Source: an optimization exercise on an open RTL-to-GDS flow (aim: a short achievable clock period and few clock cycles). Production flows keep margins and buffers that such runs may drop. The RTL was checked by simulation tests, not by an equivalence proof against the original design. Power figures rest on the tool's default switching activity, not on a simulated workload.

$ cat config.mk
export PLATFORM = sky130hd
export DESIGN_NAME = projectCPU2022
export DESIGN_NICKNAME = projectCPU2022
export VERILOG_FILES = /design/flow/design.v
export SDC_FILE = /design/flow/constraint.sdc
export NUM_CORES = 4
export LEC_CHECK = 0
export CAP_MARGIN = 20
export CORE_MARGIN = 2
export CORE_UTILIZATION = 40
export SLEW_MARGIN = 20
$ cat constraint.sdc
create_clock -name core_clock -period 6.0 [get_ports {clk}]
set_input_delay 1.2000 -clock core_clock [delete_from_list [all_inputs] [get_ports {clk}]]
set_output_delay 1.2000 -clock core_clock [all_outputs]
set_load 0.01 [all_outputs]
$ cat design.v
module projectCPU2022(clk,rst,wrEn,data_fromRAM,addr_toRAM,data_toRAM,PC,W);
input clk, rst;
input wire [15:0] data_fromRAM;
output reg [15:0] data_toRAM;
output reg wrEn;
output reg [12:0] addr_toRAM;
output reg [12:0] PC;  
output reg [15:0] W;  
reg[12:0] PCnext;
reg[2:0] opcode, opcodeNext;
reg[2:0] state, stateNext;
reg[15:0] Wnext;
always @(posedge clk) begin
	state	<= stateNext;
	PC	<= PCnext;
	opcode <= opcodeNext;
	W <= Wnext;
end
always @*begin
	stateNext = state;
	PCnext = PC;
	opcodeNext = opcode;
	addr_toRAM = 0;
	wrEn = 0;
	data_toRAM = 0;
	Wnext = W;
	if(rst) begin
		stateNext = 0;
		PCnext = 0;
		opcodeNext = 0;
		addr_toRAM = 0;
		wrEn = 0;
		data_toRAM = 0;
		Wnext = 0;
	end
	else
		case(state)
			0: begin  
				PCnext = PC;
				opcodeNext = opcode;
				addr_toRAM = PC;
				wrEn = 0;
				data_toRAM = 0;
				stateNext =1;
				Wnext = W;
			end
			1: begin  
				PCnext = PC;
				opcodeNext = data_fromRAM[15:13];
				addr_toRAM =  data_fromRAM[12:0]; 
				wrEn = 0;
				stateNext = 2;
				Wnext = W;
				data_toRAM = 0;
				if(data_fromRAM[12:0] == 0) begin  
					data_toRAM = 0;
					addr_toRAM = 13'b0000000000100;					
					stateNext = 3;
				end 
				else begin
					if(opcodeNext == 3'b111) begin  
						wrEn 		  = 1;
						data_toRAM = W;
						PCnext = PC + 1;
						stateNext = 0; 
					end
				end
			end
			2: begin  
				PCnext = PC+1;
				opcodeNext = opcode;
				addr_toRAM = 0;
				data_toRAM = 0;
				stateNext = 0;
				wrEn = 0;
					if(opcodeNext == 3'b101) begin  
						PCnext = (data_fromRAM == 0) ? W : (PC + 1);
						stateNext = 0;
					end
					if(opcodeNext == 3'b000)  
						Wnext = W + data_fromRAM;
					if(opcodeNext == 3'b001)  
						Wnext = (~(W | data_fromRAM));
					if(opcodeNext == 3'b010) begin  
						if(data_fromRAM < 16) begin
							Wnext = W >> data_fromRAM;
						end
						else begin
							Wnext = W << (data_fromRAM[3:0]);
						end
					end
					if(opcodeNext == 3'b011) begin  
						if(data_fromRAM < 16) begin
							Wnext = ((W >> data_fromRAM) | (W << (16- data_fromRAM)));
						end
						else begin
							Wnext = ((W << data_fromRAM[3:0]) | (W >> (16 - data_fromRAM[3:0])));
						end
					end
					if(opcodeNext == 3'b100) begin  
						if(W < data_fromRAM) begin
							Wnext = 16'hFFFF;
						end
						else if(W == data_fromRAM) begin
							Wnext = 16'b0000;
						end
						else begin
							Wnext = 16'b0001;
						end
					end
					if(opcodeNext == 3'b110)   
						Wnext = data_fromRAM;
			end
			3: begin  
				PCnext = PC;
				opcodeNext = opcode;
				addr_toRAM = data_fromRAM;
				data_toRAM = 0;
				wrEn = 0;
				Wnext = W;
				stateNext = 2;
				if(opcodeNext == 3'b111) begin  
						wrEn 		  = 1;
						data_toRAM = W;
						PCnext = PC + 1;
						stateNext = 0; 
				end
			end
			default: begin
				stateNext = 0;
				PCnext = 0;
				opcodeNext = 0;
				addr_toRAM = 0;
				wrEn = 0;
				data_toRAM = 0;
				Wnext = 0;
			end
		endcase
end
endmodule
$ cat run.sh
#!/bin/bash
# synth_recipe.tcl (not shown) runs the flow's synth.tcl, then flattens the netlist and writes it again
# the make line also repeats each setting of config.mk as NAME=value (left out here)
make -C /OpenROAD-flow-scripts/flow DESIGN_CONFIG=/design/flow/config.mk WORK_HOME=/design/flow/orfs CLKGATE_MAP_FILE= SYNTH_SCRIPT=/design/flow/synth_recipe.tcl finish
==> results of run 1 <==
## through the flow
| step | std cells | setup WS [ns] | total power [mW] |
|---|---|---|---|
| final | 1211 | 0.7408 | 1.070 |
| after detailed placement | 1203 | 0.5120 | 0.7815 |
| after floorplan | 944 | 1.083 | 0.5999 |
| after global placement | 1203 | 0.6160 | 0.7833 |
| after CTS | 1211 | 0.4731 | 1.055 |
| after global routing | 1211 | 0.6762 | 1.119 |
## final timing paths
| kind | cells after the start | slack (ns) | endpoint |
|---|---|---|---|
| worst max register to register | 9 | 2.23 | W[15] |
| worst max-delay path | 9 | 0.74 | data_toRAM[4] |
| worst min-delay path | 2 | 0.59 | PC[10] |
| worst min register to register | 2 | 0.59 | PC[10] |
## critical path, cell delays in order
cell and delay, ns:
clkdlybuf4s50_1 0.42, inv_1 0.08, ha_1 0.16, nor3b_1 0.60, nand4_1 0.28, a32oi_1 0.41
nor3b_2 0.21, and2_1 0.21, clkdlybuf4s50_1 0.48
## layout make-up
| cell class | instances | area (um2) | area share, % |
|---|---|---|---|
| Clock buffer | 7 | 142.6 | 1.785 |
| Timing Repair Buffer | 113 | 1033 | 12.93 |
| Clock inverter | 1 | 5.005 | 0.06263 |
| Sequential cell | 34 | 680.7 | 8.517 |
| Tap cell | 225 | 281.5 | 3.523 |
| Inverter | 48 | 180.2 | 2.255 |
| Multi-Input combinational cell | 783 | 5668 | 70.93 |
## state kept, by name, summed over array words and instances (netlist names)
signal  cells
state       2
PC         13
opcode      3
W          16
## cells by family (layout without fill, tap and decap cells)
kind of cell	Yosys count	in the layout	share of synthesized area, %
flops	34	34	9.869
xor+xnor	13	13	1.760
simple gates	325	325	23.57
buf+inv	127	169	8.019
fa+ha+maj	51	51	9.361
compound gates	300	300	28.92
mux	94	94	18.51
## power by group
part	switching, mW	leakage (nW)	total (mW)	internal [mW]
Clock	0.108	0.0739	0.273	0.165
Sequential	0.0417	0.276	0.279	0.237
Combinational	0.315	2.57	0.518	0.203
## cell usage after synthesis (6+ instances only)
cell type / instances / area, um2
mux4_2: 25 / 563.0
nor4_1: 10 / 62.56
nor2_1: 78 / 292.8
nor2b_1: 6 / 37.54
clkbuf_1: 56 / 210.2
nand3_1: 25 / 125.1
o21bai_1: 6 / 45.04
o21a_1: 7 / 52.55
a211oi_1: 12 / 90.09
ha_1: 50 / 625.6
and3_1: 16 / 100.1
or3_1: 8 / 50.05
mux2_2: 18 / 202.7
dfxtp_1: 34 / 680.7
or4_1: 7 / 52.55
a31oi_1: 13 / 81.33
mux2i_1: 51 / 510.5
nor3b_1: 8 / 60.06
nand2_1: 83 / 311.6
a22oi_1: 23 / 172.7
nor3_1: 29 / 145.1
a21oi_1: 53 / 265.3
o21ai_0: 79 / 395.4
inv_1: 47 / 176.4
o2111ai_1: 6 / 52.55
o22ai_1: 6 / 37.54
buf_2: 9 / 45.04
nand2b_1: 11 / 68.82
xnor2_1: 9 / 78.83
and2_1: 23 / 143.9
a21o_1: 10 / 75.07
o211ai_1: 13 / 97.59
a32oi_1: 6 / 52.55
o31ai_1: 7 / 52.55
## per-layer routing
layer	track usage (%)	part of all wire, %
met2	49.32	42
met1	47.94	42
met3	4.938	9.8
met4	16.26	5.4
met5	0	0
==> flow_metrics.py, run 1 <==
metrics = {
    "sta": {
        "setup_tns_ns": 0,
        "finClkSkew_ns": 0.004864,
        "holdWs_ns": 0.5857,
        "period_share_pct": 87.65,
        "worstMarginPinSlew_ns": 0.9773,
        "rsz0062_at_grt": "false",
        "slew_violations": 0,
        "slew_headroom_pct": 34.38,
        "layout_min_cycle_time_ns": 5.259,
        "hold_viol": 0,
        "setup_viol": 0,
        "max_freq_mhz": 190.1,
    },
    "setup_path": {
        "cp.arrival_ns": 4.06,
        "critPathRequiredTime_ns": 4.80,
        "worstPathMaxFanout": 17,
        "critPathKind": "primary input to output pin",
        "crit_path_start": "data_fromRAM[1]",
        "cp-end-kind": "output pin",
        "crit_path_start_kind": "primary input",
        "r2r-start": "W[2]",
    },
    "worst_hold_path": {
        "min_from": "PC[10]",
        "hp-class": "flip-flop to flip-flop",
    },
    "floorplan": {
        "coreArea_um2": 17060,
        "die-area_um2": 18310,
        "die_w_um": 135.3,
        "io_pins": 77,
        "num_rows": 48,
        "fp.dieH_um": 135.3,
        "start_util_pct": 40.43,
    },
    "logic_synthesis": {
        "synthCells": 944,
        "synth-async-reset-ratio_pct": 0,
        "yosysUniqueCellTypes": 81,
        "ys_warn_count": 1,
        "synth.avg_cell_area_um2": 7.306,
        "syn-num-nets": 1013,
        "ys.flop_type": "dfxtp_1",
        "seq_area_frac_synth_pct": 9.869,
        "synthesis.area_um2": 6897,
        "synth-edff-count": 0,
        "ys_seq_elements": 34,
    },
    "cells_and_area": {
        "antennaDiodeCount": 0,
        "final_cell_mix": "nand2_1 (83), o21ai_0 (79), nor2_1 (78), clkdlybuf4s50_1 (75), a21oi_1 (53)",
        "fin_util_pct": 46.85,
        "post-route-cell-area_um2": 7991,
        "synthToLayoutAreaGrowth_pct": 15.87,
        "drive_gt1_share_pct": 10.55,
        "nFillCells": 1761,
        "final_common_cell": "nand2_1",
        "fin_nets": 1054,
    },
    "grt": {
        "grt-ovfl-total": 0,
        "antenna_found_initial": 0,
        "grt_first_pass_wirelength_um": 47060,
        "grt_max_degree": 52,
        "grt_pass1_vias": 7525,
        "grt_usage_pct": 33.58,
    },
    "cts": {
        "clkTransAtPathRegs_ns": 0.06,
        "clock_latency_ns": 0.29,
        "cts_buffers": 5,
        "clk_path_buf_depth": 2,
        "cts_tree": "built",
        "holdBufCountCts": 0,
        "clock-sinks": 34,
        "htreeDepth": 2,
        "cts_setup_buffers": 0,
        "clockRootBuffer": "clkbuf_16",
        "post_cts_resized": 0,
    },
    "routing": {
        "wirelength_um": 31100,
        "wire_per_inst_um": 25.68,
        "first_pass_iters": 6,
        "num_vias": 8144,
        "drc": 0,
        "drtAntennaViolNets": 0,
        "via_per_inst": 6.725,
        "first_iter_violations": 1111,
    },
    "place": {
        "gp_congestion": 1.001,
        "placed_cell_area_um2": 7839,
        "portBuffers": 76,
        "dp_hpwl_um": 21780,
    },
    "outcome": {
        "status": "timing/DRC/antenna clean",
    },
    "power": {
        "leakagePower_nw": 2.922,
        "p_per_area_nw_per_um2": 133.9,
        "ir_drop_v": 0.00008300,
    },
    "job": {
        "maxCapViolCount": 0,
    },
}
Testbench counts, summed over its fixed seeds: cycles 847,558.
==> run 2, diff against run 1 <==
==> design.v (replaced) <==
module projectCPU2022(clk,rst,wrEn,data_fromRAM,addr_toRAM,data_toRAM,PC,W);
input clk, rst;
input wire [15:0] data_fromRAM;
output reg [15:0] data_toRAM;
output reg wrEn;
output reg [12:0] addr_toRAM;
output reg [12:0] PC;
output reg [15:0] W;
localparam S_O = 2'd0, S_F = 2'd1, S_I = 2'd2;
reg [1:0]  state;
reg [2:0]  op_r;
reg [12:0] sh4;      
reg        sh4v;     
wire [15:0] din = data_fromRAM;
wire [2:0]  op_in = din[15:13];
wire        ind = (din[12:0] == 13'd0);
wire [12:0] ea_o = din[12:0] | ({13{ind}} & sh4);
wire        taken = (op_r == 3'd5) && (din == 16'd0);
wire [12:0] pc1 = PC + 13'd1;
wire [12:0] npc = taken ? W[12:0] : pc1;
reg [15:0] alu;
always @* begin
	alu = W;
	case (op_r)
		3'd0: alu = W + din;
		3'd1: alu = ~(W | din);
		3'd2: alu = (din < 16) ? (W >> din[3:0]) : (W << din[3:0]);
		3'd3: alu = (din < 16) ? ((W >> din[3:0]) | (W << (5'd16 - {1'b0, din[3:0]})))
		                       : ((W << din[3:0]) | (W >> (5'd16 - {1'b0, din[3:0]})));
		3'd4: alu = (W < din) ? 16'hFFFF : ((W == din) ? 16'h0000 : 16'h0001);
		3'd6: alu = din;
		default: alu = W;
	endcase
end
always @* begin
	data_toRAM = W;
	wrEn = 1'b0;
	addr_toRAM = 13'd0;
	if (!rst) begin
		case (state)
			S_O: begin
				if (ind && !sh4v) addr_toRAM = 13'd4;
				else begin
					addr_toRAM = ea_o;
					wrEn = (op_in == 3'd7);
				end
			end
			S_I: begin
				addr_toRAM = din[12:0];
				wrEn = (op_r == 3'd7);
			end
			default: addr_toRAM = npc;
		endcase
	end
end
always @(posedge clk) begin
	if (rst) begin
		state <= S_O;
		PC <= 13'd0;
		W <= 16'd0;
		op_r <= 3'd0;
		sh4v <= 1'b0;
	end else begin
		case (state)
			S_O: begin
				op_r <= op_in;
				if (ind && !sh4v) state <= S_I;
				else begin
					state <= S_F;
					if (op_in == 3'd7 && ea_o == 13'd4) begin
						sh4 <= W[12:0];
						sh4v <= 1'b1;
					end
				end
			end
			S_I: begin
				state <= S_F;
				sh4v <= 1'b1;
				if (op_r == 3'd7 && din[12:0] == 13'd4) sh4 <= W[12:0];
				else sh4 <= din[12:0];
			end
			default: begin
				state <= S_O;
				W <= alu;
				PC <= npc;
			end
		endcase
	end
end
endmodule
--- a/config.mk
+++ b/config.mk
@@ -5,7 +5,10 @@
 export SDC_FILE = /design/flow/constraint.sdc
 export NUM_CORES = 4
 export LEC_CHECK = 0
+export ABC_CLOCK_PERIOD_IN_PS = 2500
 export CAP_MARGIN = 20
 export CORE_MARGIN = 2
 export CORE_UTILIZATION = 40
+export SETUP_SLACK_MARGIN = 3.0
 export SLEW_MARGIN = 20
+export TNS_END_PERCENT = 100
==> flow_metrics.py, run 2 <==
metrics = {
    "place": {
        "gp_congestion": 0.9681,
        "place_inst": 1221,
        "dp_hpwl_um": 22480,
        "portBuffers": 76,
    },
    "power": {
        "leakagePower_nw": 3.897,
        "ir_drop_v": 0.0001057,
        "p_sw_uw": 741.7,
        "p_sw_share_pct": 43.72,
        "p_seq_share_pct": 23.3,
        "clkPwrFrac_pct": 20.2,
        "p_per_area_nw_per_um2": 164.4,
        "power_mw": 1.696,
        "power_frac_comb_pct": 56.5,
        "p_int_uw": 954.6,
    },
    "outcome": {
        "status": "timing/DRC/antenna clean",
    },
    "cts": {
        "clock_latency_ns": 0.31,
        "clock-sinks": 48,
        "clkTransAtPathRegs_ns": 0.07,
        "clk_path_buf_depth": 2,
        "htreeDepth": 2,
        "holdBufCountCts": 0,
        "cts_buffers": 5,
        "clockRootBuffer": "clkbuf_16",
        "cts_tree": "built",
    },
    "setup_path": {
        "rrSetupSlack_ns": 2.62,
        "crit_path_start_kind": "primary input",
        "reg2regPathDepth": 7,
        "cp-end-kind": "output pin",
        "cp.arrival_ns": 3.34,
        "worstPathMaxFanout": 5,
        "r2r_end": "W[13]",
        "crit_end": "addr_toRAM[11]",
        "critPathKind": "primary input to output pin",
        "crit_path_start": "data_fromRAM[1]",
        "critPathRequiredTime_ns": 4.80,
        "r2r-start": "op_r[1]",
    },
    "floorplan": {
        "num_rows": 50,
        "die_w_um": 141.8,
        "start_util_pct": 40.72,
        "coreArea_um2": 18640,
        "fp.dieH_um": 141.8,
        "io_pins": 77,
        "die-area_um2": 20100,
    },
    "routing": {
        "drc": 0,
        "num_vias": 9056,
        "first_iter_violations": 1361,
        "drtAntennaViolNets": 0,
        "first_pass_iters": 6,
        "wire_per_inst_um": 27.52,
        "wirelength_um": 36130,
        "via_per_inst": 6.897,
    },
    "cells_and_area": {
        "instances_no_fill": 1313,
        "fin_util_pct": 55.34,
        "final_common_cell": "nor2_1",
        "reg.largest.list": "W (16), PC (13), sh4 (13)",
        "fin_nets": 1147,
        "largest_reg_flops": 16,
        "drive_gt1_share_pct": 31.79,
        "largest-register": "W",
        "antennaDiodeCount": 0,
        "nFillCells": 1704,
        "synthToLayoutAreaGrowth_pct": 35.88,
        "final_cell_mix": "nor2_1 (98), buf_4 (82), nand2_1 (79), o21ai_0 (57), a21oi_1 (49)",
    },
    "sta": {
        "layout_min_cycle_time_ns": 4.542,
        "hold_viol": 0,
        "slew_violations": 0,
        "max_freq_mhz": 220.2,
        "setup_viol": 0,
        "period_share_pct": 75.69,
        "setup_tns_ns": 0,
        "slew_headroom_pct": 26.95,
        "rsz0062_at_grt": "true",
        "worstMarginPinSlew_ns": 1.094,
        "finClkSkew_ns": 0.004808,
    },
    "logic_synthesis": {
        "yosysUniqueCellTypes": 88,
        "yosysMostFrequentCell": "nor2_1",
        "ys_warn_count": 1,
        "synth.avg_cell_area_um2": 7.755,
        "ys_seq_elements": 48,
        "syn-num-nets": 1048,
        "ys.flop_type": "dfxtp_1",
        "synth_area_leaders": "mux4_2 (11%), dfxtp_1 (9.2%), ha_1 (8.2%), o21ai_0 (5.4%), nor2_1 (5.2%)",
        "synthCells": 979,
        "synth-edff-count": 13,
        "seq_area_frac_synth_pct": 14.37,
        "synth-async-reset-ratio_pct": 0,
        "yosysTopAreaCell": "mux4_2",
        "synthesis.area_um2": 7592,
        "synth_common_cells": "nor2_1 (106), o21ai_0 (82), nand2_1 (81)",
        "synth_top_cell_area_share_pct": 11.27,
    },
    "worst_hold_path": {
        "hp-class": "flip-flop to flip-flop",
        "min_path_cells": 2,
    },
    "grt": {
        "antenna_found_initial": 0,
        "grt_usage_pct": 35.11,
        "grt_pass1_vias": 8439,
        "grt_max_degree": 50,
        "grt_first_pass_wirelength_um": 53160,
        "grt-ovfl-total": 0,
    },
    "job": {
        "maxCapViolCount": 0,
    },
}
-- run 2: how the worst min path moves through the flow --
| stage | start | to | slack, ns |
|---|---|---|---|
| floorplan | sh4v | state[1] | 0.45 |
| global placement | sh4v | state[1] | 0.48 |
| detailed placement | sh4v | state[1] | 0.48 |
| CTS | PC[10] | PC[10] | 0.51 |
| global route | PC[10] | PC[10] | 0.57 |
| finish | PC[10] | PC[10] | 0.51 |
-- run 2: area by class of cell --
cell class                 count  area [um2]  area share [%]
timing repair buffer         191        1853           17.96
multi-input combinational    786        6655           64.51
inverter                      45       237.7           2.304
clock inverter                 3       47.55          0.4609
clock buffer                   5       125.1           1.213
tap                          234       292.8           2.838
sequential                    48        1096           10.62
timing repair inverter         1       8.758         0.08490
-- run 2: layer usage --
layer	GRT usage [%]	wire length, um	share of wire (%)
met1	47.87	14250	39
met2	50.84	14860	41
met3	9.450	4658	13
met4	18.05	2369	6.6
met5	0	0	0
-- run 2: logic make-up after synthesis --
kind of cell / count (synthesis) / synth area share [%]
AO/OA/AOI/OAI: 314 / 27.88
AND/OR/NAND/NOR: 305 / 18.94
buffers and inverters: 149 / 9.410
multiplexers: 87 / 17.91
adder cells (fa/ha/maj): 51 / 8.504
flip-flops: 48 / 14.37
XOR/XNOR: 25 / 2.983
-- run 2: stage by stage --
step / hold WS (ns) / cell area [um2] / setup WS, ns
after global routing: 0.5663 / 10320 / 1.412
after CTS: 0.5096 / 10100 / 1.549
after floorplan: 0.4460 / 7894 / 1.529
final: 0.5051 / 10320 / 1.458
after global placement: 0.4848 / 8534 / 0.3883
after detailed placement: 0.4750 / 8534 / 0.2906
-- run 2: power by group through the flow --
stage | Sequential (mW) | Clock, mW | Combinational, mW
detailed placement | 0.397 | 0 | 0.760
global route | 0.394 | 0.354 | 1.00
floorplan | 0.386 | 0 | 0.523
global placement | 0.396 | 0 | 0.761
finish | 0.394 | 0.343 | 0.959
CTS | 0.391 | 0.340 | 0.902
-- run 2: worst max-delay path, cell delays in order --
cell and delay [ns]:
buf_8 0.10, clkinvlp_4 0.08, ha_4 0.13, nor3b_4 0.28
nand4_1 0.26, buf_4 0.22, buf_6 0.12, o21ai_4 0.24
nand2_4 0.13, buf_6 0.16, a22oi_2 0.17, o22ai_1 0.09
buf_2 0.17
-- run 2: what timing repair did --
action | 4_1_cts | 5_1_grt
resized for setup | 267 | 44
buffers inserted | 68 | 3
pin swaps | 29 | 23
cloned | 11 | 2
endpoints found under the setup margin | 74 | 58
Testbench counts of run 2, summed over its fixed seeds: cycles 589,874.
==> run 3, diff against run 2 <==
==> design.v (replaced) <==
module projectCPU2022(clk,rst,wrEn,data_fromRAM,addr_toRAM,data_toRAM,PC,W);
input clk, rst;
input wire [15:0] data_fromRAM;
output reg [15:0] data_toRAM;
output reg wrEn;
output reg [12:0] addr_toRAM;
output reg [12:0] PC;
output reg [15:0] W;
localparam S_O = 3'd0, S_F = 3'd1, S_I = 3'd2, S_I4 = 3'd3, S_R = 3'd4;
reg [2:0]  state;
reg [2:0]  op_r;
reg [12:0] pc1;      
reg [12:0] sh4;      
reg        sh4v;
wire [15:0] din = data_fromRAM;
wire [2:0]  op_in = din[15:13];
wire        ind = din[12:0] == 13'd0;
function automatic [16:0] ksadd(input [15:0] a, input [15:0] b, input ci);
	reg [15:0] g, p, gn, pn;
	integer i, d;
	begin
		g = a & b;
		p = a ^ b;
		g[0] = g[0] | (p[0] & ci);
		for (d = 1; d < 16; d = d * 2) begin
			gn = g; pn = p;
			for (i = d; i < 16; i = i + 1) begin
				gn[i] = g[i] | (p[i] & g[i - d]);
				pn[i] = p[i] & p[i - d];
			end
			g = gn; p = pn;
		end
		ksadd = {g[15], (a ^ b) ^ {g[14:0], ci}};
	end
endfunction
wire [16:0] addv = ksadd(W, din, 1'b0);
wire [16:0] subv = ksadd(W, ~din, 1'b1);
wire lt16 = din[15:4] == 12'd0;
reg [15:0] alu;
always @* begin
	alu = W;
	case (op_r)
		3'd0: alu = addv[15:0];
		3'd1: alu = ~(W | din);
		3'd2: alu = lt16 ? (W >> din[3:0]) : (W << din[3:0]);
		3'd3: alu = lt16 ? ((W >> din[3:0]) | (W << (5'd16 - {1'b0, din[3:0]})))
		                 : ((W << din[3:0]) | (W >> (5'd16 - {1'b0, din[3:0]})));
		3'd4: alu = !subv[16] ? 16'hFFFF : (W == din ? 16'h0000 : 16'h0001);
		3'd6: alu = din;
		default: alu = W;
	endcase
end
always @* begin
	data_toRAM = W;
	wrEn = 1'b0;
	case (state)
		S_O: begin
			addr_toRAM = din[12:0];
			wrEn = op_in == 3'd7 && !ind;
		end
		S_I: begin
			addr_toRAM = sh4v ? sh4 : 13'd4;
			wrEn = sh4v && op_r == 3'd7;
		end
		S_I4: begin
			addr_toRAM = din[12:0];
			wrEn = op_r == 3'd7;
		end
		S_R: addr_toRAM = PC;
		default: addr_toRAM = pc1;
	endcase
	if (rst) begin
		addr_toRAM = 13'd0;
		wrEn = 1'b0;
	end
end
always @(posedge clk) begin
	if (rst) begin
		state <= S_O;
		PC <= 13'd0;
		pc1 <= 13'd1;
		W <= 16'd0;
		op_r <= 3'd0;
		sh4v <= 1'b0;
	end else begin
		case (state)
			S_O: begin
				op_r <= op_in;
				if (ind) state <= S_I;
				else begin
					state <= S_F;
					if (op_in == 3'd7 && din[12:0] == 13'd4) begin
						sh4 <= W[12:0];
						sh4v <= 1'b1;
					end
				end
			end
			S_I: begin
				if (sh4v) begin
					state <= S_F;
					if (op_r == 3'd7 && sh4 == 13'd4) sh4 <= W[12:0];
				end else state <= S_I4;
			end
			S_I4: begin
				state <= S_F;
				sh4v <= 1'b1;
				if (op_r == 3'd7 && din[12:0] == 13'd4) sh4 <= W[12:0];
				else sh4 <= din[12:0];
			end
			S_R: begin
				state <= S_O;
			end
			default: begin
				W <= alu;
				if (op_r == 3'd5 && din == 16'd0 && op_r != 3'd7) begin
					PC <= W[12:0];
					pc1 <= W[12:0] + 13'd1;
					state <= S_R;
				end else begin
					PC <= pc1;
					pc1 <= pc1 + 13'd1;
					state <= S_O;
				end
			end
		endcase
	end
end
endmodule
==> flow_metrics.py, run 3 <==
metrics = {
    "outcome": {
        "status": "timing/DRC/antenna clean",
    },
    "setup_path": {
        "critical-path-max-stage-delay_ns": 0.31,
        "critPathRequiredTime_ns": 4.80,
        "critPathKind": "primary input to output pin",
        "r2r-start": "W[1]",
        "path_cells": "buf_8 -> nor4_4 -> and3_4 -> nand2_4 -> nor3_4 -> o22a_1 -> nor2_2 -> buf_2",
        "worstPathMaxFanout": 5,
        "crit_path_start_kind": "primary input",
        "crit_path_top_delay_cell": "nor4_4",
        "cp-end-kind": "output pin",
        "crit_path_start": "data_fromRAM[5]",
        "cp.arrival_ns": 2.39,
    },
    "logic_synthesis": {
        "yosysMostFrequentCell": "nor2_1",
        "syn-num-nets": 1198,
        "seq_area_frac_synth_pct": 16.64,
        "synth_area_leaders": "dfxtp_1 (12%), ha_1 (7.6%), mux2i_1 (6.9%), mux4_2 (6.8%), nor2_1 (5.7%)",
        "ys.flop_type": "dfxtp_1",
        "yosysUniqueCellTypes": 75,
        "ys_warn_count": 1,
        "synth_common_cells": "nor2_1 (125), nand2_1 (117), o21ai_0 (92)",
        "synthCells": 1129,
        "synth_top_cell_area_share_pct": 11.90,
        "yosysTopAreaCell": "dfxtp_1",
        "ys_seq_elements": 62,
        "synth-async-reset-ratio_pct": 0,
        "synthesis.area_um2": 8240,
        "synth.avg_cell_area_um2": 7.299,
        "synth-edff-count": 13,
    },
    "routing": {
        "first_iter_violations": 1558,
        "wirelength_um": 38900,
        "drc": 0,
        "via_per_inst": 6.736,
        "num_vias": 10104,
        "wire_per_inst_um": 25.94,
        "drtAntennaViolNets": 0,
        "first_pass_iters": 10,
    },
    "sta": {
        "max_freq_mhz": 278.4,
        "setup_tns_ns": 0,
        "worstMarginPinSlew_ns": 1.038,
        "layout_min_cycle_time_ns": 3.592,
        "hold_viol": 0,
        "slew_headroom_pct": 30.63,
        "rsz0062_at_grt": "true",
        "finClkSkew_ns": 0.01580,
        "holdWs_ns": 0.5191,
        "slew_violations": 0,
        "period_share_pct": 59.87,
        "setup_viol": 0,
    },
    "cells_and_area": {
        "final_common_cell": "nand2_1",
        "fin_util_pct": 56.20,
        "synthToLayoutAreaGrowth_pct": 38.01,
        "final_cell_mix": "nand2_1 (110), nor2_1 (109), buf_4 (83), o21ai_0 (63), a21oi_1 (52)",
        "antennaDiodeCount": 0,
        "fin_nets": 1294,
        "post-route-cell-area_um2": 11370,
        "nFillCells": 1829,
        "largest_reg_flops": 16,
        "largest-register": "W",
        "drive_gt1_share_pct": 28.86,
    },
    "grt": {
        "grt_first_pass_wirelength_um": 57110,
        "grt_usage_pct": 34.28,
        "grt_pass1_vias": 9055,
        "grt-ovfl-total": 0,
        "antenna_found_initial": 0,
        "grt_max_degree": 47,
    },
    "floorplan": {
        "fp.dieH_um": 147.5,
        "start_util_pct": 40.72,
        "num_rows": 52,
        "coreArea_um2": 20230,
        "die_w_um": 147.5,
        "die-area_um2": 21770,
        "io_pins": 77,
    },
    "cts": {
        "holdBufCountCts": 0,
        "clk_path_buf_depth": 2,
        "cts_buffers": 9,
        "clkTransAtPathRegs_ns": 0.06,
        "clockRootBuffer": "clkbuf_16",
        "clock_latency_ns": 0.36,
        "clock-sinks": 62,
        "cts_tree": "built",
        "htreeDepth": 3,
    },
    "place": {
        "placed_cell_area_um2": 9184,
        "dp_hpwl_um": 25000,
        "gp_congestion": 1.042,
        "portBuffers": 76,
    },
    "worst_hold_path": {
        "min_from": "state[0]",
        "hp-class": "flip-flop to flip-flop",
    },
    "power": {
        "ir_drop_v": 0.0001480,
        "p_per_area_nw_per_um2": 175.4,
        "leakagePower_nw": 4.305,
    },
    "job": {
        "maxCapViolCount": 0,
    },
}
## run 3: cell type report
class	instances	area, um2	share of cell area [%]
well taps	270	337.8	2.971
flip-flops and latches	62	1384	12.17
repair inverters	3	22.52	0.1980
repair buffers	199	2108	18.54
inverters	46	244.0	2.145
clock buffers	11	264.0	2.321
clock inverters	5	38.79	0.3411
multi-input cells	904	6973	61.32
## run 3: critical path, delay by kind of cell
family | cells | cell delay (ns)
compound gates | 1 | 0.16
simple gates | 5 | 0.78
buf+inv | 2 | 0.25
## run 3: timing repair
action                                  CTS  global route
cloned                                   11             0
buffers inserted                         51            34
pin swaps                                48            47
endpoints found under the setup margin   86            57
resized for setup                       289            96
## run 3: cell families (layout without fill, tap and decap cells)
logic type | Yosys count | in the layout | share of synthesized area [%]
adders and majority gates | 51 | 51 | 7.835
xor gates and xnor gates | 13 | 13 | 1.473
buffers and inverters | 165 | 264 | 8.715
and+or+nand+nor | 403 | 405 | 23.00
muxes | 101 | 101 | 16.35
AOI/OAI and AO/OA | 334 | 334 | 25.98
DFF | 62 | 62 | 16.64
## run 3: through the flow
| stage | worst slack (ns) | power, mW | cells |
|---|---|---|---|
| 5_1_grt | 2.357 | 2.061 | 1500 |
| 6_report | 2.408 | 1.994 | 1500 |
| 3_3_place_gp | 1.404 | 1.239 | 1388 |
| 4_1_cts | 2.378 | 1.892 | 1466 |
| 2_1_floorplan | 2.431 | 0.9945 | 1129 |
| 3_5_place_dp | 1.339 | 1.239 | 1388 |
## run 3: power breakdown
part / internal (mW) / switching [mW] / total [mW] / leakage, nW
registers: 0.446 / 0.0406 / 0.486 / 0.523
clock network: 0.319 / 0.227 / 0.546 / 0.148
logic: 0.412 / 0.550 / 0.962 / 3.63
total: 1.18 / 0.817 / 1.99 / 4.30
## run 3: worst paths after layout
kind / endpoint / slack, ns / depth (start not counted)
max: wrEn / 2.41 / 8
max reg2reg: W[13] / 2.85 / 9
min reg2reg: state[1] / 0.52 / 1
min: state[1] / 0.52 / 1
## run 3: layer usage
layer  wire length, um  up-vias  GRT usage [%]
li1                  -     4377              -
met1             14650     4767          44.83
met2             17240      758          53.23
met3              4257      202          7.006
met4              2764        0          18.32
met5                 0        -              0
Testbench counts of run 3, summed over its fixed seeds: cycles 636,139.
==> run 4, diff against run 3 <==
--- a/design.v
+++ b/design.v
@@ -69,10 +69,7 @@
 		S_R: addr_toRAM = PC;
 		default: addr_toRAM = pc1;
 	endcase
-	if (rst) begin
-		addr_toRAM = 13'd0;
-		wrEn = 1'b0;
-	end
+	if (rst) addr_toRAM = 13'd0;
 end
 always @(posedge clk) begin
 	if (rst) begin
==> flow_metrics.py, run 4 <==
metrics = {
    "outcome": {
        "status": "timing/DRC/antenna clean",
    },
    "logic_synthesis": {
        "synth_area_leaders": "dfxtp_1 (12%), ha_1 (7.8%), nor2_1 (6.8%), mux2i_1 (6.1%), nand2_1 (5.7%)",
        "synth_top_family_by_area": "compound AO/OA/AOI/OAI gates",
        "synthCells": 1111,
        "synth-async-reset-ratio_pct": 0,
        "ys_warn_count": 1,
        "synthMuxAreaShare_pct": 12.61,
        "synth-adder-area-share_pct": 8.070,
        "ys_seq_elements": 62,
        "yosysUniqueCellTypes": 77,
        "yosysMostFrequentCell": "nor2_1",
        "syn-num-nets": 1180,
        "synth-edff-count": 13,
        "synth-compound-area-share_pct": 27.01,
        "ys.flop_type": "dfxtp_1",
        "synth_top_cell_area_share_pct": 12.26,
        "synthesis.area_um2": 8000,
        "yosys.area_share.simple_pct": 24.41,
        "synth_xor_area_share_pct": 2.190,
        "synth_common_cells": "nor2_1 (144), nand2_1 (121), a21oi_1 (76)",
        "synth.avg_cell_area_um2": 7.201,
        "seq_area_frac_synth_pct": 17.14,
        "yosysTopAreaCell": "dfxtp_1",
    },
    "cells_and_area": {
        "largest-register": "W",
        "antennaDiodeCount": 0,
        "instances_no_fill": 1498,
        "drive_gt1_share_pct": 34.87,
        "synthToLayoutAreaGrowth_pct": 44.17,
        "final_common_cell": "nor2_1",
        "largest_reg_flops": 16,
        "fin_nets": 1297,
        "final_cell_mix": "nor2_1 (124), nand2_1 (112), buf_4 (90), a21oi_1 (52), clkdlybuf4s50_1 (45)",
        "post-route-cell-area_um2": 11530,
    },
    "sta": {
        "period_share_pct": 60.42,
        "rsz0062_at_grt": "true",
        "setup_tns_ns": 0,
        "slew_headroom_pct": 13.41,
        "finClkSkew_ns": 0.009148,
        "slew_violations": 0,
        "hold_viol": 0,
        "max_freq_mhz": 275.8,
        "layout_min_cycle_time_ns": 3.625,
        "worstMarginPinSlew_ns": 1.289,
        "setup_viol": 0,
    },
    "cts": {
        "clock_latency_ns": 0.36,
        "cts_buffers": 9,
        "htreeDepth": 3,
        "cts_tree": "built",
        "clock-sinks": 62,
        "clkTransAtPathRegs_ns": 0.06,
        "clockRootBuffer": "clkbuf_16",
        "clk_path_buf_depth": 2,
    },
    "routing": {
        "drc": 0,
        "first_pass_iters": 9,
        "num_vias": 10023,
        "first_iter_violations": 1295,
        "drtAntennaViolNets": 0,
        "wirelength_um": 38450,
        "wire_per_inst_um": 25.67,
        "via_per_inst": 6.691,
    },
    "place": {
        "gp_congestion": 0.9967,
        "placed_cell_area_um2": 8961,
        "place_inst": 1378,
        "portBuffers": 76,
        "dp_hpwl_um": 25260,
    },
    "floorplan": {
        "io_pins": 77,
        "num_rows": 51,
        "die_w_um": 145.4,
        "fp.dieH_um": 145.4,
        "coreArea_um2": 19530,
        "die-area_um2": 21150,
        "start_util_pct": 40.97,
    },
    "setup_path": {
        "crit_path_start_kind": "primary input",
        "rrSetupSlack_ns": 2.82,
        "reg2regPathDepth": 7,
        "critPathKind": "primary input to output pin",
        "cp.arrival_ns": 2.43,
        "critPathRequiredTime_ns": 4.80,
        "worstPathMaxFanout": 7,
        "cp-end-kind": "output pin",
    },
    "grt": {
        "grt_pass1_vias": 8844,
        "antenna_found_initial": 0,
        "grt_usage_pct": 32.98,
        "grt_first_pass_wirelength_um": 54290,
        "grt-ovfl-total": 0,
        "grt_max_degree": 36,
    },
    "power": {
        "ir_drop_v": 0.0001506,
        "leakagePower_nw": 4.269,
        "p_per_area_nw_per_um2": 175.4,
    },
    "job": {
        "maxCapViolCount": 0,
    },
    "worst_hold_path": {
        "hp-class": "flip-flop to flip-flop",
        "min_path_cells": 2,
    },
}
[run 4: changes by cell type in the layout (fill, tap and decap cells not counted), sizes merged, moves of 11 or more]
cell    before  now
mux4        25    9
buf        145  156
nand3       34   21
o21ai       95   75
a211oi      23   37
nor2       125  144
[run 4: critical path: stages]
cell and delay (ns):
buf_4 0.15, nor3_4 0.27, nand3_2 0.12, or3_4 0.38
nand2_4 0.09, o22ai_2 0.07, buf_2 0.15
[run 4: per-layer routing]
metal,wire (um),share of wire [%],track usage [%],vias to the layer above
li1,-,-,-,4329
met1,14780,38,42.85,4739
met2,17120,45,52.61,771
met3,4155,11,6.332,184
met4,2392,6.2,16.03,0
met5,0,0,0,-
[run 4: worst paths after layout]
path | startpoint | endpoint
hold reg to reg | PC[1] | PC[1]
setup / recovery | data_fromRAM[4] | wrEn
setup reg to reg | op_r[2] | W[12]
hold / removal | PC[1] | PC[1]
[run 4: kinds of logic after synthesis]
logic type	after synthesis
buf+inv	146
simple gates	413
mux	86
xor+xnor	20
flops	62
fa+ha+maj	51
compound gates	333
[run 4: timing repair]
item / CTS / global route
setup buffers: 34 / 62
gates resized for setup: 300 / 220
endpoints found under the setup margin: 97 / 77
pin swaps: 46 / 97
gates cloned: 2 / 6
hold buffers: 0 / 0
[run 4: through the flow]
step                util [%]  total power [mW]  hold WS (ns)  setup WS [ns]
floorplan                  -             1.010        0.4493          2.350
global placement       45.89             1.273        0.4763          1.218
detailed placement     45.89             1.268        0.4850          1.146
CTS                    51.53             1.845        0.4934          2.432
global route           59.07             2.085        0.5326          2.329
finish                 59.07             2.023        0.4887          2.375
[run 4: power breakdown]
part	total (mW)	leakage (nW)	internal, mW	switching (mW)
Clock	0.511	0.135	0.291	0.220
Combinational	0.981	3.60	0.426	0.556
Sequential	0.531	0.529	0.454	0.0774
Total	2.02	4.27	1.17	0.853
[run 4: final cells by class]
| cell class | instances | area (um2) |
|---|---|---|
| Clock buffer | 11 | 242.7 |
| Timing Repair inverter | 2 | 17.52 |
| Sequential cell | 62 | 1391 |
| Tap cell | 265 | 331.6 |
| Inverter | 44 | 215.2 |
| Timing Repair Buffer | 205 | 2057 |
| Fill cell | 1758 | 7993 |
| Multi-Input combinational cell | 904 | 7243 |
| Clock inverter | 5 | 35.03 |
Testbench counts of run 4, summed over its fixed seeds: cycles 636,139.
==> run 5, diff against run 4 <==
--- a/design.v
+++ b/design.v
@@ -69,7 +69,10 @@
 		S_R: addr_toRAM = PC;
 		default: addr_toRAM = pc1;
 	endcase
-	if (rst) addr_toRAM = 13'd0;
+	if (rst) begin
+		addr_toRAM = 13'd0;
+		wrEn = 1'b0;
+	end
 end
 always @(posedge clk) begin
 	if (rst) begin
==> config.mk (replaced) <==
export PLATFORM = sky130hd
export DESIGN_NAME = projectCPU2022
export DESIGN_NICKNAME = projectCPU2022
export VERILOG_FILES = /design/flow/design.v
export SDC_FILE = /design/flow/constraint.sdc
export NUM_CORES = 4
export LEC_CHECK = 0
export ABC_CLOCK_PERIOD_IN_PS = 2000
export CAP_MARGIN = 20
export CORE_MARGIN = 2
export CORE_UTILIZATION = 30
export SETUP_SLACK_MARGIN = 3.5
export SLEW_MARGIN = 20
export TNS_END_PERCENT = 100
==> flow_metrics.py, run 5 <==
metrics = {
    "floorplan": {
        "start_util_pct": 30.58,
        "num_rows": 60,
        "die_w_um": 169.7,
        "die-area_um2": 28810,
        "coreArea_um2": 26950,
        "fp.dieH_um": 169.7,
        "io_pins": 77,
    },
    "power": {
        "ir_drop_v": 0.0001449,
        "leakagePower_nw": 5.105,
        "p_per_area_nw_per_um2": 167.8,
    },
    "sta": {
        "setup_ws_ns": 2.383,
        "slew_headroom_pct": 43.27,
        "setup_tns_ns": 0,
        "rsz0062_at_grt": "true",
        "slew_violations": 0,
        "period_share_pct": 60.29,
        "worstMarginPinSlew_ns": 0.8498,
        "holdWs_ns": 0.5347,
        "finClkSkew_ns": 0.007086,
        "setup_viol": 0,
        "layout_min_cycle_time_ns": 3.617,
        "max_freq_mhz": 276.5,
        "hold_viol": 0,
    },
    "cts": {
        "clockRootBuffer": "clkbuf_16",
        "clock-sinks": 62,
        "htreeDepth": 3,
        "cts_tree": "built",
        "clkTransAtPathRegs_ns": 0.06,
        "cts_buffers": 9,
        "holdBufCountCts": 0,
        "clk_path_buf_depth": 2,
        "clock_latency_ns": 0.35,
    },
    "setup_path": {
        "reg2regPathDepth": 9,
        "crit_path_top_delay_cell": "nor4_4",
        "cp-end-kind": "output pin",
        "critPathRequiredTime_ns": 4.80,
        "crit_path_start_kind": "primary input",
        "cp.arrival_ns": 2.42,
        "worstPathMaxFanout": 2,
        "critical-path-max-stage-delay_ns": 0.32,
        "path_cells": "buf_12 -> nor4_4 -> and3_4 -> nand2_4 -> nor3_4 -> o22a_1 -> nor2_2 -> buf_2",
        "critPathKind": "primary input to output pin",
    },
    "grt": {
        "grt-ovfl-total": 0,
        "grt_max_degree": 47,
        "grt_pass1_vias": 9777,
        "grt_first_pass_wirelength_um": 62810,
        "grt_usage_pct": 28.94,
        "antenna_found_initial": 1,
    },
    "logic_synthesis": {
        "yosysUniqueCellTypes": 75,
        "synth_top_cell_area_share_pct": 11.90,
        "seq_area_frac_synth_pct": 16.64,
        "synth-edff-count": 13,
        "synth-async-reset-ratio_pct": 0,
        "synthCells": 1129,
        "synth.avg_cell_area_um2": 7.299,
        "synth_area_leaders": "dfxtp_1 (12%), ha_1 (7.6%), mux2i_1 (6.9%), mux4_2 (6.8%), nor2_1 (5.7%)",
        "ys.flop_type": "dfxtp_1",
        "ys_seq_elements": 62,
        "synth_common_cells": "nor2_1 (125), nand2_1 (117), o21ai_0 (92)",
        "ys_warn_count": 1,
        "yosysMostFrequentCell": "nor2_1",
        "synthesis.area_um2": 8240,
        "yosysTopAreaCell": "dfxtp_1",
        "syn-num-nets": 1198,
    },
    "routing": {
        "via_per_inst": 6.680,
        "num_vias": 10976,
        "wire_per_inst_um": 28.32,
        "drtAntennaViolNets": 0,
        "first_iter_violations": 1540,
        "wirelength_um": 46520,
        "first_pass_iters": 6,
        "drc": 0,
    },
    "worst_hold_path": {
        "min_path_cells": 2,
        "hp-class": "flip-flop to flip-flop",
    },
    "cells_and_area": {
        "largest_reg_flops": 16,
        "final_cell_mix": "buf_4 (107), nand2_1 (104), nor2_1 (91), o21ai_0 (61), a21oi_1 (43)",
        "final_common_cell": "buf_4",
        "largest-register": "W",
        "fin_util_pct": 48.87,
        "drive_gt1_share_pct": 40.74,
        "instances_no_fill": 1643,
        "fin_nets": 1365,
        "synthToLayoutAreaGrowth_pct": 59.82,
    },
    "outcome": {
        "status": "timing/DRC/antenna clean",
    },
    "place": {
        "place_inst": 1457,
        "dp_hpwl_um": 26460,
        "dp_slack_ns": 1.274,
        "gp_congestion": 0.9806,
        "portBuffers": 76,
    },
    "job": {
        "maxCapViolCount": 0,
    },
}
-- run 5: through the flow --
step,total power [mW],area [um2]
floorplan,1.003,8798
global placement,1.255,9361
detailed placement,1.259,9361
CTS,2.013,11720
global route,2.260,13170
finish,2.210,13170
-- run 5: repair_timing --
item,in CTS,in global routing
setup buffers,86,59
pin swaps,81,97
endpoints found under the setup margin,122,90
cloned,17,7
gates resized for setup,434,187
-- run 5: worst max-delay path, delay by kind of cell --
family          cells  cell delay (ns)
simple gates        5             0.81
compound gates      1             0.15
buf+inv             2             0.24
-- run 5: final timing paths --
path                         from  endpoint  slack [ns]
hold / removal             PC[10]    PC[10]        0.53
setup reg to reg          op_r[0]   pc1[10]        3.00
setup / recovery  data_fromRAM[6]      wrEn        2.38
hold reg to reg            PC[10]    PC[10]        0.53
-- run 5: report_power, final --
group / switching [mW] / internal, mW / leakage, nW
logic: 0.634 / 0.499 / 4.42
registers: 0.0387 / 0.448 / 0.530
clock network: 0.220 / 0.371 / 0.154
-- run 5: cell type report --
class	instances	area, um2
fill	2433	13780
multi-input combinational	906	7594
timing repair buffer	268	3142
sequential	62	1416
tap	341	426.7
clock buffer	14	285.3
inverter	46	240.2
clock inverter	2	37.54
timing repair inverter	3	26.28
antenna	1	2.502
-- run 5: kinds of logic after synthesis --
family	Yosys count	synth area share [%]
multiplexers	101	16.35
flip-flops	62	16.64
XOR/XNOR	13	1.473
AO/OA/AOI/OAI	334	25.98
buffers and inverters	165	8.715
AND/OR/NAND/NOR	403	23.00
adder cells (fa/ha/maj)	51	7.835
-- run 5: routing by layer --
metal | track usage, % | vias to the layer above | routed length, um
met1 | 36.73 | 5158 | 16580
met4 | 18.39 | 0 | 4077
li1 | - | 4531 | -
met5 | 0 | - | 0
met3 | 7.113 | 314 | 6073
met2 | 43.89 | 973 | 19790
Testbench counts of run 5, summed over its fixed seeds: cycles 636,139.

==> afterwards: timing with drivers on the ports <==
No port has a modelled driver above. Below, the same layouts with a new extraction and two added sets of constraints. Step 1: set_driving_cell puts a clkbuf_16 on clk and a buf_2 on each other input, an assumption about the parent block. Step 2 also shifts input and output timing later by t, the mid clock arrival at the registers, as if the neighbouring blocks saw the same clock. a / b / c = no drivers / after step 1 / after step 2; a / b = the first two.
run	t (ns)	setup slack, ns	worst setup path after step 2	latest minus earliest clock arrival (ns)	cell pins on the clock port's net
run 1	0.324	0.741 / 0.718 / 0.718	input to output	0.006 / 0.006	1
run 2	0.351	1.458 / 1.420 / 1.420	input to output	0.005 / 0.006	1
run 3	0.392	2.408 / 2.363 / 2.152	input to register	0.016 / 0.016	1
run 4	0.402	2.375 / 2.350 / 2.067	input to register	0.009 / 0.010	1
run 5	0.388	2.383 / 2.335 / 2.109	input to register	0.007 / 0.007	1
After both steps every run listed still meets setup and hold. For run 4, which loses most, drivers alone change the setup slack by -0.025 ns; drivers and shift together by -0.308 ns.
